What follows belongs to an exercise in optimizing a design on an open flow for small area; a production flow would make more cautious choices. The RTL was checked by simulation tests, not by an equivalence proof against the original design.

==> wip/delta: inputs <==
// filter
module filter #(
    parameter ERR_SIZE = 8,
    parameter N_SIZE = 8,
    parameter TDC_SIZE = 255,
    parameter K_INT_SIZE = 8,
    parameter K_FRAC_SIZE = 8,
    parameter ACCUMULATOR_SIZE = 24,
    parameter LF_OUT_SIZE = 16,
    parameter FILTER_OUT_SIZE = 5,
    parameter DOUT_SIZE = 32
)(
    input logic clk_ref,
    input logic n_rst,
    input logic enable,
    input logic [1 : 0] freq_lock_range,
    input logic [N_SIZE - 1: 0] n,
    input logic [TDC_SIZE - 1:0] tdc_therm,
    input logic [7:0] freq,
    input signed [(K_INT_SIZE + K_FRAC_SIZE) - 1:0] kp,
    input signed [(K_INT_SIZE + K_FRAC_SIZE)- 1:0] ki,
    output logic [FILTER_OUT_SIZE - 1 : 0] filter_out,
    output logic [DOUT_SIZE - 1: 0] dout,
    output logic [DOUT_SIZE - 1: 0] dout_neg,
    output logic [LF_OUT_SIZE - 1 : 0] lf_out,
    output logic [ERR_SIZE - 1: 0] therm_to_bin_out,
    output logic freq_locked,
    output logic phase_locked
);
==> flow/config.mk <==
export PLATFORM = sky130hd
export DESIGN_NAME = filter
export DESIGN_NICKNAME = filter
export VERILOG_FILES = /design/flow/design.v
export SDC_FILE = /design/flow/constraint.sdc
export NUM_CORES = 4
export LEC_CHECK = 0
export CAP_MARGIN = 20
export CORE_MARGIN = 2
export CORE_UTILIZATION = 40
export SLEW_MARGIN = 20
export SYNTH_HIERARCHICAL = 1
export SYNTH_MINIMUM_KEEP_SIZE = 0
==> flow/constraint.sdc <==
create_clock -name core_clock -period 500.0 [get_ports {clk_ref}]
set_input_delay 100.0000 -clock core_clock [delete_from_list [all_inputs] [get_ports {clk_ref}]]
set_output_delay 100.0000 -clock core_clock [all_outputs]
set_load 0.01 [all_outputs]
standard.sh (not shown) runs the stock make flow with config.mk's settings and CLKGATE_MAP_FILE= SYNTH_SCRIPT=/design/flow/synth_recipe.tcl, a recipe that flattens the netlist after the stock synthesis.
==> flow/flow/run.sh <==
#!/bin/bash
# Layout flow: the standard ORFS layout with two changes:
#  - synthesis maps with an area-oriented abc script (flow/synth.tcl);
#  - each port is buffered by the smallest buffer cell (buf_1) instead of the
#    cell buffer_ports picks by default.
set -euo pipefail
work=$(pwd)
export FLOW_WORK=$work
export FLOW_ABC_SCRIPT=$work/flow/abc_area.script
bash standard.sh SYNTH_SCRIPT=$work/flow/synth.tcl \
  BUFFER_PORTS_ARGS="-buffer_cell sky130_fd_sc_hd__buf_1" finish > standard_make.log 2>&1
==> flow/flow/abc_area.script <==
strash
dch -f
map -a
topo
==> flow/flow/synth.tcl <==
# The standard flow's synthesis script (synth_recipe.tcl in the work folder) run unchanged,
# except that the final technology mapping by abc uses an area-oriented abc
# script (flow/abc_area.script) in place of ORFS's delay-oriented one.
proc abc {args} {
  set i [lsearch -exact $args -script]
  if {$i >= 0} { lset args [expr {$i + 1}] $::env(FLOW_ABC_SCRIPT) }
  yosys abc {*}$args
}
source $::env(FLOW_WORK)/synth_recipe.tcl
==> inputs of wip/indigo, as changes to wip/delta <==
--- a/flow/design.v
+++ b/flow/design.v
@@ -15,14 +15,15 @@
             for (b = 0; b < (256>>l); b = b + 1) begin : bk
                 if (l == 0) begin : leaf
                     assign a[b] = x[b];
                     assign k[b] = 8'd0;
                 end else begin : node
                     assign a[b] = lv[l-1].a[2*b] & lv[l-1].a[2*b+1];
-                    assign k[b] = lv[l-1].a[2*b] ? (lv[l-1].k[2*b+1] | (8'd1 << (l-1)))
-                                                 : lv[l-1].k[2*b];
+                    assign k[b] = (lv[l-1].k[2*b] & (~{8{lv[l-1].a[2*b]}} | lv[l-1].k[2*b+1])
+                                   & ~(8'd1 << (l-1)))
+                                | (lv[l-1].a[2*b] ? (8'd1 << (l-1)) : 8'd0);
                 end
             end
         end
     endgenerate
     logic [7:0] cnt;
     assign cnt = lv[8].k[0];
@@ -79,23 +80,23 @@
         ha_cell up (.a(pcnt[gi]), .b(pc[gi]), .s(pinc[gi]), .co(pc[gi+1]));
     end endgenerate
     always_ff @(posedge clk_ref, negedge n_rst) begin
         if (!n_rst) begin
             locked_q <= 1'b0;
             epu_out <= 8'd0;
-            fcnt <= 10'd0;
-            pcnt <= 10'd0;
         end else begin
             locked_q <= in_win;
             epu_out <= in_win ? tdc_error : {~slow, {7{slow}}};
-            fcnt <= both ? finc : 10'd0;
-            pcnt <= (both & small_err) ? pinc : 10'd0;
         end
     end
-    assign freq_locked = fsat;
-    assign phase_locked = psat;
+    always_ff @(posedge clk_ref) begin
+        fcnt <= both ? finc : 10'd0;
+        pcnt <= (both & small_err) ? pinc : 10'd0;
+    end
+    assign freq_locked = fsat & locked_q;
+    assign phase_locked = psat & locked_q;
 endmodule
 module lf (
     input  logic        clk_ref,
     input  logic        n_rst,
     input  logic        enable,
     input  logic [7:0]  lf_in,
@@ -987,13 +988,21 @@
     assign c265 = c262 & s263;
     assign c268 = c265 & s266;
     assign c273 = s269 & s271;
     assign c278 = s274 & s276;
     assign c285 = s281 & s283;
     assign c292 = s288 & s290;
-    assign s611 = 1'b1 ^ bp102 ^ bp126;
+    assign s463 = ~(bp70 ^ bp95);
+    assign c464 = bp70 | bp95;
+    assign s487 = ~(bp96 ^ bp120);
+    assign c488 = bp96 | bp120;
+    assign s531 = ~(bp56 ^ bp73);
+    assign c532 = bp56 | bp73;
+    assign s573 = ~(bp75 ^ bp100);
+    assign c574 = bp75 | bp100;
+    assign s611 = ~(bp102 ^ bp126);
     assign s612 = bp148 ^ bp168 ^ bp186;
     assign s613 = bp202 ^ bp216 ^ bp228;
     assign s614 = c594 ^ c596 ^ c598;
     assign s615 = c600 ^ c602 ^ c604;
     assign s616 = c606 ^ c608 ^ c610;
     assign s617 = s611 ^ s612 ^ s613;
@@ -1105,25 +1114,23 @@
     fa_cell u_s451 (.a(c432), .b(c434), .c(c436), .s(s451), .co(c452));
     fa_cell u_s453 (.a(s437), .b(s439), .c(s441), .s(s453), .co(c454));
     fa_cell u_s455 (.a(s443), .b(s445), .c(s447), .s(s455), .co(c456));
     fa_cell u_s457 (.a(s449), .b(s451), .c(s453), .s(s457), .co(c458));
     ha_cell u_s459 (.a(s455), .b(s457), .s(s459), .co(c460));
     fa_cell u_s461 (.a(bs19), .b(bp36), .c(bp53), .s(s461), .co(c462));
-    fa_cell u_s463 (.a(bp70), .b(1'b1), .c(bp95), .s(s463), .co(c464));
     fa_cell u_s465 (.a(bp119), .b(bp141), .c(bp161), .s(s465), .co(c466));
     fa_cell u_s467 (.a(bp179), .b(bp195), .c(bp209), .s(s467), .co(c468));
     fa_cell u_s469 (.a(bp221), .b(c438), .c(c440), .s(s469), .co(c470));
     fa_cell u_s471 (.a(c442), .b(c444), .c(c446), .s(s471), .co(c472));
     fa_cell u_s473 (.a(c448), .b(c450), .c(c452), .s(s473), .co(c474));
     fa_cell u_s475 (.a(c454), .b(c456), .c(c458), .s(s475), .co(c476));
     fa_cell u_s477 (.a(c460), .b(s461), .c(s463), .s(s477), .co(c478));
     fa_cell u_s479 (.a(s465), .b(s467), .c(s469), .s(s479), .co(c480));
     fa_cell u_s481 (.a(s471), .b(s473), .c(s475), .s(s481), .co(c482));
     fa_cell u_s483 (.a(s477), .b(s479), .c(s481), .s(s483), .co(c484));
     fa_cell u_s485 (.a(bp37), .b(bp54), .c(bp71), .s(s485), .co(c486));
-    fa_cell u_s487 (.a(1'b1), .b(bp96), .c(bp120), .s(s487), .co(c488));
     fa_cell u_s489 (.a(bp142), .b(bp162), .c(bp180), .s(s489), .co(c490));
     fa_cell u_s491 (.a(bp196), .b(bp210), .c(bp222), .s(s491), .co(c492));
     fa_cell u_s493 (.a(c462), .b(c464), .c(c466), .s(s493), .co(c494));
     fa_cell u_s495 (.a(c468), .b(c470), .c(c472), .s(s495), .co(c496));
     fa_cell u_s497 (.a(c474), .b(c476), .c(c478), .s(s497), .co(c498));
     fa_cell u_s499 (.a(c480), .b(c482), .c(c484), .s(s499), .co(c500));
@@ -1139,13 +1146,12 @@
     fa_cell u_s519 (.a(c494), .b(c496), .c(c498), .s(s519), .co(c520));
     fa_cell u_s521 (.a(c500), .b(c502), .c(c504), .s(s521), .co(c522));
     fa_cell u_s523 (.a(c506), .b(c508), .c(s509), .s(s523), .co(c524));
     fa_cell u_s525 (.a(s511), .b(s513), .c(s515), .s(s525), .co(c526));
     fa_cell u_s527 (.a(s517), .b(s519), .c(s521), .s(s527), .co(c528));
     fa_cell u_s529 (.a(s523), .b(s525), .c(s527), .s(s529), .co(c530));
-    fa_cell u_s531 (.a(bp56), .b(bp73), .c(1'b1), .s(s531), .co(c532));
     fa_cell u_s533 (.a(bp98), .b(bp122), .c(bp144), .s(s533), .co(c534));
     fa_cell u_s535 (.a(bp164), .b(bp182), .c(bp198), .s(s535), .co(c536));
     fa_cell u_s537 (.a(bp212), .b(bp224), .c(c510), .s(s537), .co(c538));
     fa_cell u_s539 (.a(c512), .b(c514), .c(c516), .s(s539), .co(c540));
     fa_cell u_s541 (.a(c518), .b(c520), .c(c522), .s(s541), .co(c542));
     fa_cell u_s543 (.a(c524), .b(c526), .c(c528), .s(s543), .co(c544));
@@ -1160,13 +1166,12 @@
     fa_cell u_s561 (.a(c536), .b(c538), .c(c540), .s(s561), .co(c562));
     fa_cell u_s563 (.a(c542), .b(c544), .c(c546), .s(s563), .co(c564));
     fa_cell u_s565 (.a(c548), .b(c550), .c(c552), .s(s565), .co(c566));
     fa_cell u_s567 (.a(s553), .b(s555), .c(s557), .s(s567), .co(c568));
     fa_cell u_s569 (.a(s559), .b(s561), .c(s563), .s(s569), .co(c570));
     fa_cell u_s571 (.a(s565), .b(s567), .c(s569), .s(s571), .co(c572));
-    fa_cell u_s573 (.a(bp75), .b(1'b1), .c(bp100), .s(s573), .co(c574));
     fa_cell u_s575 (.a(bp124), .b(bp146), .c(bp166), .s(s575), .co(c576));
     fa_cell u_s577 (.a(bp184), .b(bp200), .c(bp214), .s(s577), .co(c578));
     fa_cell u_s579 (.a(bp226), .b(c554), .c(c556), .s(s579), .co(c580));
     fa_cell u_s581 (.a(c558), .b(c560), .c(c562), .s(s581), .co(c582));
     fa_cell u_s583 (.a(c564), .b(c566), .c(c568), .s(s583), .co(c584));
     fa_cell u_s585 (.a(c570), .b(c572), .c(s573), .s(s585), .co(c586));
@@ -1231,27 +1236,36 @@
     assign di = din[15:11];
     assign ic[0] = c[11] & ~(&di);
     generate for (gi = 0; gi < 5; gi = gi + 1) begin : g_inc
         ha_cell u (.a(di[gi]), .b(ic[gi]), .s(inc[gi]), .co(ic[gi+1]));
     end endgenerate
     assign mod_out = inc & {5{enable}};
-    logic [4:0] tw_q;    
+    logic [4:0] tw_x, tw_q;
     always_ff @(posedge clk_ref, negedge n_rst) begin
         if (!n_rst) begin
             accum <= 11'd0;
-            tw_q <= 5'd15;
+            tw_x <= 5'd0;
         end else begin
             accum <= s;
-            tw_q <= mod_out;
+            tw_x <= mod_out ^ 5'd15;
         end
     end
+    assign tw_q = tw_x ^ 5'd15;
+    logic [3:0] lo;
+    logic [7:0] hi;
     genvar gj;
+    generate for (gj = 0; gj < 4; gj = gj + 1) begin : g_lo
+        assign lo[gj] = (tw_q[1:0] == gj);
+    end endgenerate
+    generate for (gj = 0; gj < 8; gj = gj + 1) begin : g_hi
+        assign hi[gj] = (tw_q[4:2] == gj);
+    end endgenerate
     generate for (gj = 0; gj < 32; gj = gj + 1) begin : g_dec
-        assign dout[gj] = (tw_q == gj);
+        assign dout[gj] = lo[gj % 4] & hi[gj / 4];
+        assign dout_neg[gj] = ~(lo[gj % 4] & hi[gj / 4]);
     end endgenerate
-    assign dout_neg = ~dout;
 endmodule
 module filter #(
     parameter ERR_SIZE = 8,
     parameter N_SIZE = 8,
     parameter TDC_SIZE = 255,
     parameter K_INT_SIZE = 8,
==> flow/flow/run.sh (replaced) <==
#!/bin/bash
# Layout flow: the standard ORFS layout with these changes:
#  - synthesis maps with an area-oriented abc script (flow/synth.tcl);
#  - each port is buffered by the smallest buffer cell (buf_1) instead of the
#    cell buffer_ports picks by default;
#  - clock tree synthesis uses clkbuf_4 (clkbuf_8 at the root) and inserts
#    no dummy loads.
set -euo pipefail
work=$(pwd)
export FLOW_WORK=$work
export FLOW_ABC_SCRIPT=$work/flow/abc_area.script
bash standard.sh SYNTH_SCRIPT=$work/flow/synth.tcl \
  BUFFER_PORTS_ARGS="-buffer_cell sky130_fd_sc_hd__buf_1" \
  CTS_ARGS="-sink_clustering_enable -repair_clock_nets -dont_use_dummy_load -root_buf sky130_fd_sc_hd__clkbuf_8 -buf_list sky130_fd_sc_hd__clkbuf_4" \
  finish > standard_make.log 2>&1
==> flow/flow/abc_area.script (replaced) <==
&get -n
&st
&dch -f
&nf -a -R 1000
&put
==> flow/config.mk (replaced) <==
export PLATFORM = sky130hd
export DESIGN_NAME = filter
export DESIGN_NICKNAME = filter
export VERILOG_FILES = /design/flow/design.v
export SDC_FILE = /design/flow/constraint.sdc
export NUM_CORES = 4
export LEC_CHECK = 0
export CAP_MARGIN = 0
export CORE_MARGIN = 2
export CORE_UTILIZATION = 70
export GPL_TIMING_DRIVEN = 0
export PLACE_DENSITY = 0.8
export SLEW_MARGIN = 0
export SYNTH_HIERARCHICAL = 1
export SYNTH_MINIMUM_KEEP_SIZE = 0
==> inputs of wip/zinc, as changes to wip/delta <==
--- a/flow/design.v
+++ b/flow/design.v
@@ -15,14 +15,15 @@
             for (b = 0; b < (256>>l); b = b + 1) begin : bk
                 if (l == 0) begin : leaf
                     assign a[b] = x[b];
                     assign k[b] = 8'd0;
                 end else begin : node
                     assign a[b] = lv[l-1].a[2*b] & lv[l-1].a[2*b+1];
-                    assign k[b] = lv[l-1].a[2*b] ? (lv[l-1].k[2*b+1] | (8'd1 << (l-1)))
-                                                 : lv[l-1].k[2*b];
+                    assign k[b] = (lv[l-1].k[2*b] & (~{8{lv[l-1].a[2*b]}} | lv[l-1].k[2*b+1])
+                                   & ~(8'd1 << (l-1)))
+                                | (lv[l-1].a[2*b] ? (8'd1 << (l-1)) : 8'd0);
                 end
             end
         end
     endgenerate
     logic [7:0] cnt;
     assign cnt = lv[8].k[0];
@@ -79,23 +80,23 @@
         ha_cell up (.a(pcnt[gi]), .b(pc[gi]), .s(pinc[gi]), .co(pc[gi+1]));
     end endgenerate
     always_ff @(posedge clk_ref, negedge n_rst) begin
         if (!n_rst) begin
             locked_q <= 1'b0;
             epu_out <= 8'd0;
-            fcnt <= 10'd0;
-            pcnt <= 10'd0;
         end else begin
             locked_q <= in_win;
             epu_out <= in_win ? tdc_error : {~slow, {7{slow}}};
-            fcnt <= both ? finc : 10'd0;
-            pcnt <= (both & small_err) ? pinc : 10'd0;
         end
     end
-    assign freq_locked = fsat;
-    assign phase_locked = psat;
+    always_ff @(posedge clk_ref) begin
+        fcnt <= both ? finc : 10'd0;
+        pcnt <= (both & small_err) ? pinc : 10'd0;
+    end
+    assign freq_locked = fsat & locked_q;
+    assign phase_locked = psat & locked_q;
 endmodule
 module lf (
     input  logic        clk_ref,
     input  logic        n_rst,
     input  logic        enable,
     input  logic [7:0]  lf_in,
@@ -987,13 +988,21 @@
     assign c265 = c262 & s263;
     assign c268 = c265 & s266;
     assign c273 = s269 & s271;
     assign c278 = s274 & s276;
     assign c285 = s281 & s283;
     assign c292 = s288 & s290;
-    assign s611 = 1'b1 ^ bp102 ^ bp126;
+    assign s463 = ~(bp70 ^ bp95);
+    assign c464 = bp70 | bp95;
+    assign s487 = ~(bp96 ^ bp120);
+    assign c488 = bp96 | bp120;
+    assign s531 = ~(bp56 ^ bp73);
+    assign c532 = bp56 | bp73;
+    assign s573 = ~(bp75 ^ bp100);
+    assign c574 = bp75 | bp100;
+    assign s611 = ~(bp102 ^ bp126);
     assign s612 = bp148 ^ bp168 ^ bp186;
     assign s613 = bp202 ^ bp216 ^ bp228;
     assign s614 = c594 ^ c596 ^ c598;
     assign s615 = c600 ^ c602 ^ c604;
     assign s616 = c606 ^ c608 ^ c610;
     assign s617 = s611 ^ s612 ^ s613;
@@ -1105,25 +1114,23 @@
     fa_cell u_s451 (.a(c432), .b(c434), .c(c436), .s(s451), .co(c452));
     fa_cell u_s453 (.a(s437), .b(s439), .c(s441), .s(s453), .co(c454));
     fa_cell u_s455 (.a(s443), .b(s445), .c(s447), .s(s455), .co(c456));
     fa_cell u_s457 (.a(s449), .b(s451), .c(s453), .s(s457), .co(c458));
     ha_cell u_s459 (.a(s455), .b(s457), .s(s459), .co(c460));
     fa_cell u_s461 (.a(bs19), .b(bp36), .c(bp53), .s(s461), .co(c462));
-    fa_cell u_s463 (.a(bp70), .b(1'b1), .c(bp95), .s(s463), .co(c464));
     fa_cell u_s465 (.a(bp119), .b(bp141), .c(bp161), .s(s465), .co(c466));
     fa_cell u_s467 (.a(bp179), .b(bp195), .c(bp209), .s(s467), .co(c468));
     fa_cell u_s469 (.a(bp221), .b(c438), .c(c440), .s(s469), .co(c470));
     fa_cell u_s471 (.a(c442), .b(c444), .c(c446), .s(s471), .co(c472));
     fa_cell u_s473 (.a(c448), .b(c450), .c(c452), .s(s473), .co(c474));
     fa_cell u_s475 (.a(c454), .b(c456), .c(c458), .s(s475), .co(c476));
     fa_cell u_s477 (.a(c460), .b(s461), .c(s463), .s(s477), .co(c478));
     fa_cell u_s479 (.a(s465), .b(s467), .c(s469), .s(s479), .co(c480));
     fa_cell u_s481 (.a(s471), .b(s473), .c(s475), .s(s481), .co(c482));
     fa_cell u_s483 (.a(s477), .b(s479), .c(s481), .s(s483), .co(c484));
     fa_cell u_s485 (.a(bp37), .b(bp54), .c(bp71), .s(s485), .co(c486));
-    fa_cell u_s487 (.a(1'b1), .b(bp96), .c(bp120), .s(s487), .co(c488));
     fa_cell u_s489 (.a(bp142), .b(bp162), .c(bp180), .s(s489), .co(c490));
     fa_cell u_s491 (.a(bp196), .b(bp210), .c(bp222), .s(s491), .co(c492));
     fa_cell u_s493 (.a(c462), .b(c464), .c(c466), .s(s493), .co(c494));
     fa_cell u_s495 (.a(c468), .b(c470), .c(c472), .s(s495), .co(c496));
     fa_cell u_s497 (.a(c474), .b(c476), .c(c478), .s(s497), .co(c498));
     fa_cell u_s499 (.a(c480), .b(c482), .c(c484), .s(s499), .co(c500));
@@ -1139,13 +1146,12 @@
     fa_cell u_s519 (.a(c494), .b(c496), .c(c498), .s(s519), .co(c520));
     fa_cell u_s521 (.a(c500), .b(c502), .c(c504), .s(s521), .co(c522));
     fa_cell u_s523 (.a(c506), .b(c508), .c(s509), .s(s523), .co(c524));
     fa_cell u_s525 (.a(s511), .b(s513), .c(s515), .s(s525), .co(c526));
     fa_cell u_s527 (.a(s517), .b(s519), .c(s521), .s(s527), .co(c528));
     fa_cell u_s529 (.a(s523), .b(s525), .c(s527), .s(s529), .co(c530));
-    fa_cell u_s531 (.a(bp56), .b(bp73), .c(1'b1), .s(s531), .co(c532));
     fa_cell u_s533 (.a(bp98), .b(bp122), .c(bp144), .s(s533), .co(c534));
     fa_cell u_s535 (.a(bp164), .b(bp182), .c(bp198), .s(s535), .co(c536));
     fa_cell u_s537 (.a(bp212), .b(bp224), .c(c510), .s(s537), .co(c538));
     fa_cell u_s539 (.a(c512), .b(c514), .c(c516), .s(s539), .co(c540));
     fa_cell u_s541 (.a(c518), .b(c520), .c(c522), .s(s541), .co(c542));
     fa_cell u_s543 (.a(c524), .b(c526), .c(c528), .s(s543), .co(c544));
@@ -1160,13 +1166,12 @@
     fa_cell u_s561 (.a(c536), .b(c538), .c(c540), .s(s561), .co(c562));
     fa_cell u_s563 (.a(c542), .b(c544), .c(c546), .s(s563), .co(c564));
     fa_cell u_s565 (.a(c548), .b(c550), .c(c552), .s(s565), .co(c566));
     fa_cell u_s567 (.a(s553), .b(s555), .c(s557), .s(s567), .co(c568));
     fa_cell u_s569 (.a(s559), .b(s561), .c(s563), .s(s569), .co(c570));
     fa_cell u_s571 (.a(s565), .b(s567), .c(s569), .s(s571), .co(c572));
-    fa_cell u_s573 (.a(bp75), .b(1'b1), .c(bp100), .s(s573), .co(c574));
     fa_cell u_s575 (.a(bp124), .b(bp146), .c(bp166), .s(s575), .co(c576));
     fa_cell u_s577 (.a(bp184), .b(bp200), .c(bp214), .s(s577), .co(c578));
     fa_cell u_s579 (.a(bp226), .b(c554), .c(c556), .s(s579), .co(c580));
     fa_cell u_s581 (.a(c558), .b(c560), .c(c562), .s(s581), .co(c582));
     fa_cell u_s583 (.a(c564), .b(c566), .c(c568), .s(s583), .co(c584));
     fa_cell u_s585 (.a(c570), .b(c572), .c(s573), .s(s585), .co(c586));
@@ -1231,27 +1236,36 @@
     assign di = din[15:11];
     assign ic[0] = c[11] & ~(&di);
     generate for (gi = 0; gi < 5; gi = gi + 1) begin : g_inc
         ha_cell u (.a(di[gi]), .b(ic[gi]), .s(inc[gi]), .co(ic[gi+1]));
     end endgenerate
     assign mod_out = inc & {5{enable}};
-    logic [4:0] tw_q;    
+    logic [4:0] tw_x, tw_q;
     always_ff @(posedge clk_ref, negedge n_rst) begin
         if (!n_rst) begin
             accum <= 11'd0;
-            tw_q <= 5'd15;
+            tw_x <= 5'd0;
         end else begin
             accum <= s;
-            tw_q <= mod_out;
+            tw_x <= mod_out ^ 5'd15;
         end
     end
+    assign tw_q = tw_x ^ 5'd15;
+    logic [3:0] lo;
+    logic [7:0] hi;
     genvar gj;
+    generate for (gj = 0; gj < 4; gj = gj + 1) begin : g_lo
+        assign lo[gj] = (tw_q[1:0] == gj);
+    end endgenerate
+    generate for (gj = 0; gj < 8; gj = gj + 1) begin : g_hi
+        assign hi[gj] = (tw_q[4:2] == gj);
+    end endgenerate
     generate for (gj = 0; gj < 32; gj = gj + 1) begin : g_dec
-        assign dout[gj] = (tw_q == gj);
+        assign dout[gj] = lo[gj % 4] & hi[gj / 4];
+        assign dout_neg[gj] = ~(lo[gj % 4] & hi[gj / 4]);
     end endgenerate
-    assign dout_neg = ~dout;
 endmodule
 module filter #(
     parameter ERR_SIZE = 8,
     parameter N_SIZE = 8,
     parameter TDC_SIZE = 255,
     parameter K_INT_SIZE = 8,
==> flow/flow/run.sh (replaced) <==
#!/bin/bash
# Layout flow: the standard ORFS layout with these changes:
#  - synthesis maps with an area-oriented abc script (flow/synth.tcl);
#  - each port is buffered by the smallest buffer cell (buf_1) instead of the
#    cell buffer_ports picks by default;
#  - clock tree synthesis uses clkbuf_8 and inserts
#    no dummy loads.
set -euo pipefail
work=$(pwd)
export FLOW_WORK=$work
export FLOW_ABC_SCRIPT=$work/flow/abc_area.script
bash standard.sh SYNTH_SCRIPT=$work/flow/synth.tcl \
  BUFFER_PORTS_ARGS="-buffer_cell sky130_fd_sc_hd__buf_1" \
  CTS_ARGS="-sink_clustering_enable -repair_clock_nets -dont_use_dummy_load -root_buf sky130_fd_sc_hd__clkbuf_8 -buf_list sky130_fd_sc_hd__clkbuf_8" \
  finish > standard_make.log 2>&1
==> flow/flow/abc_area.script (replaced) <==
&get -n
&st
&dch -f
&nf -a -p -F 8 -A 4 -C 32 -R 1000
&put
==> flow/config.mk (replaced) <==
export PLATFORM = sky130hd
export DESIGN_NAME = filter
export DESIGN_NICKNAME = filter
export VERILOG_FILES = /design/flow/design.v
export SDC_FILE = /design/flow/constraint.sdc
export NUM_CORES = 4
export LEC_CHECK = 0
export CAP_MARGIN = 20
export CORE_MARGIN = 2
export CORE_UTILIZATION = 50
export GPL_TIMING_DRIVEN = 0
export SLEW_MARGIN = 20
export SYNTH_HIERARCHICAL = 1
export SYNTH_MINIMUM_KEEP_SIZE = 0
==> run summary <==
- Core utilization: wip/zinc is higher than wip/delta (11 points).
- Between wip/delta and wip/indigo, the lower synthesized cell count is in wip/indigo (gap about 12%, measured against wip/indigo).
- wip/zinc completed without violations. wip/indigo produced a layout that fails on capacitance limit, slew limit. wip/delta passed the timing, DRC and antenna checks.
- In count of clock-buffer cells in the layout, wip/indigo and wip/zinc do not differ.
- Die area, lowest first: wip/indigo, wip/zinc, wip/delta.
- In sequential cell count, wip/delta and wip/indigo do not differ.
- Global-route usage: wip/indigo > wip/zinc > wip/delta.
- The highest clock skew belongs to wip/indigo, the lowest to wip/delta.
- Routed wire length: wip/indigo > wip/delta > wip/zinc.
==> figures <==
metric                                                                                  wip/zinc                      wip/delta                     wip/indigo
Result of the run                                               no timing/DRC/antenna violations  no timing/DRC/antenna violations     complete, but fails checks
Violated checks                                                                                -                              -  capacitance limit, slew limit
Core area                                                                             0.0277 mm²                     0.0357 mm²                     0.0196 mm²
Most frequently used cell type in the post-synthesis netlist            sky130_fd_sc_hd__nand2_1      sky130_fd_sc_hd__clkinv_1       sky130_fd_sc_hd__nand2_1
Tap Count                                                                                    378                            461                            265
Syn_area_per_cell                                                                       9.18 µm²                       8.35 µm²                       9.07 µm²
Count of buffers not belonging to the clock network in the layout                            416                            424                            411
Cell Count, Final, Fillers Out                                                              2333                           2643                           2239
Wirelength per Cell                                                                      18.9 µm                        17.9 µm                        24.7 µm
Register Area                                                                        0.00203 mm²                    0.00213 mm²                    0.00203 mm²
Via-to-Cell Ratio                                                                           5.73                           5.46                           6.97
Maximum number of pins on one net before global-route repair                                  36                             78                             42
Antenna violations before repair                                                               1                              2                             10
Hold Startpoint                                                    dsdac_mod0.accum[0]$_DFF_PN0_  dsdac_mod0.accum[0]$_DFF_PN0_      lf0.lf_out[6]$_DFFE_PN0P_
Path depth of the worst reg2reg path                                                          63                             64                             64
Top-area cell type share of the netlist area                                               0.297                          0.293                          0.296
Post-synthesis mux area share                                                             0.0129                       0.000690                         0.0128
Reg-to-reg startpoint                                                  epu0.epu_out[1]$_DFF_PN0_      epu0.epu_out[3]$_DFF_PN0_      epu0.epu_out[1]$_DFF_PN0_
Worst path buffer plus inverter count                                                          3                              5                              2
Share of synthesized registers carrying an async set or reset                              0.765                           1.00                          0.765

[static timing again, ports no longer ideal]
The results above use ideal ports. As a check the final layouts listed here were re-extracted and re-timed, cells and wires unchanged.
Step 1: set_driving_cell puts a clkbuf_16 on clk_ref and a buf_2 on each other input, an assumption about the parent block.
Step 2 moves the port delays by t, midway between the first and last clock arrival at a register: inputs arrive t later, outputs are due t later. That takes back most of the time a late clock gives input paths.
Slacks: ideal ports / drivers / drivers and shift; pairs: ideal ports / drivers.
run | t (ns) | slack for setup (ns) | worst setup path after step 2 | worst data-port slew with drivers (ns) | cell pins on the clock port's net
wip/delta | 0.397 | 293.747 / 293.724 / 293.724 | input to output | 0.09 | 1
wip/indigo | 0.452 | 293.627 / 293.608 / 293.608 | input to output | 0.17 | 1
wip/zinc | 0.411 | 293.870 / 293.851 / 293.851 | input to output | 0.13 | 1
The setup slack of wip/delta, which loses most, moves by -0.023 ns with the drivers and by -0.023 ns with both steps.
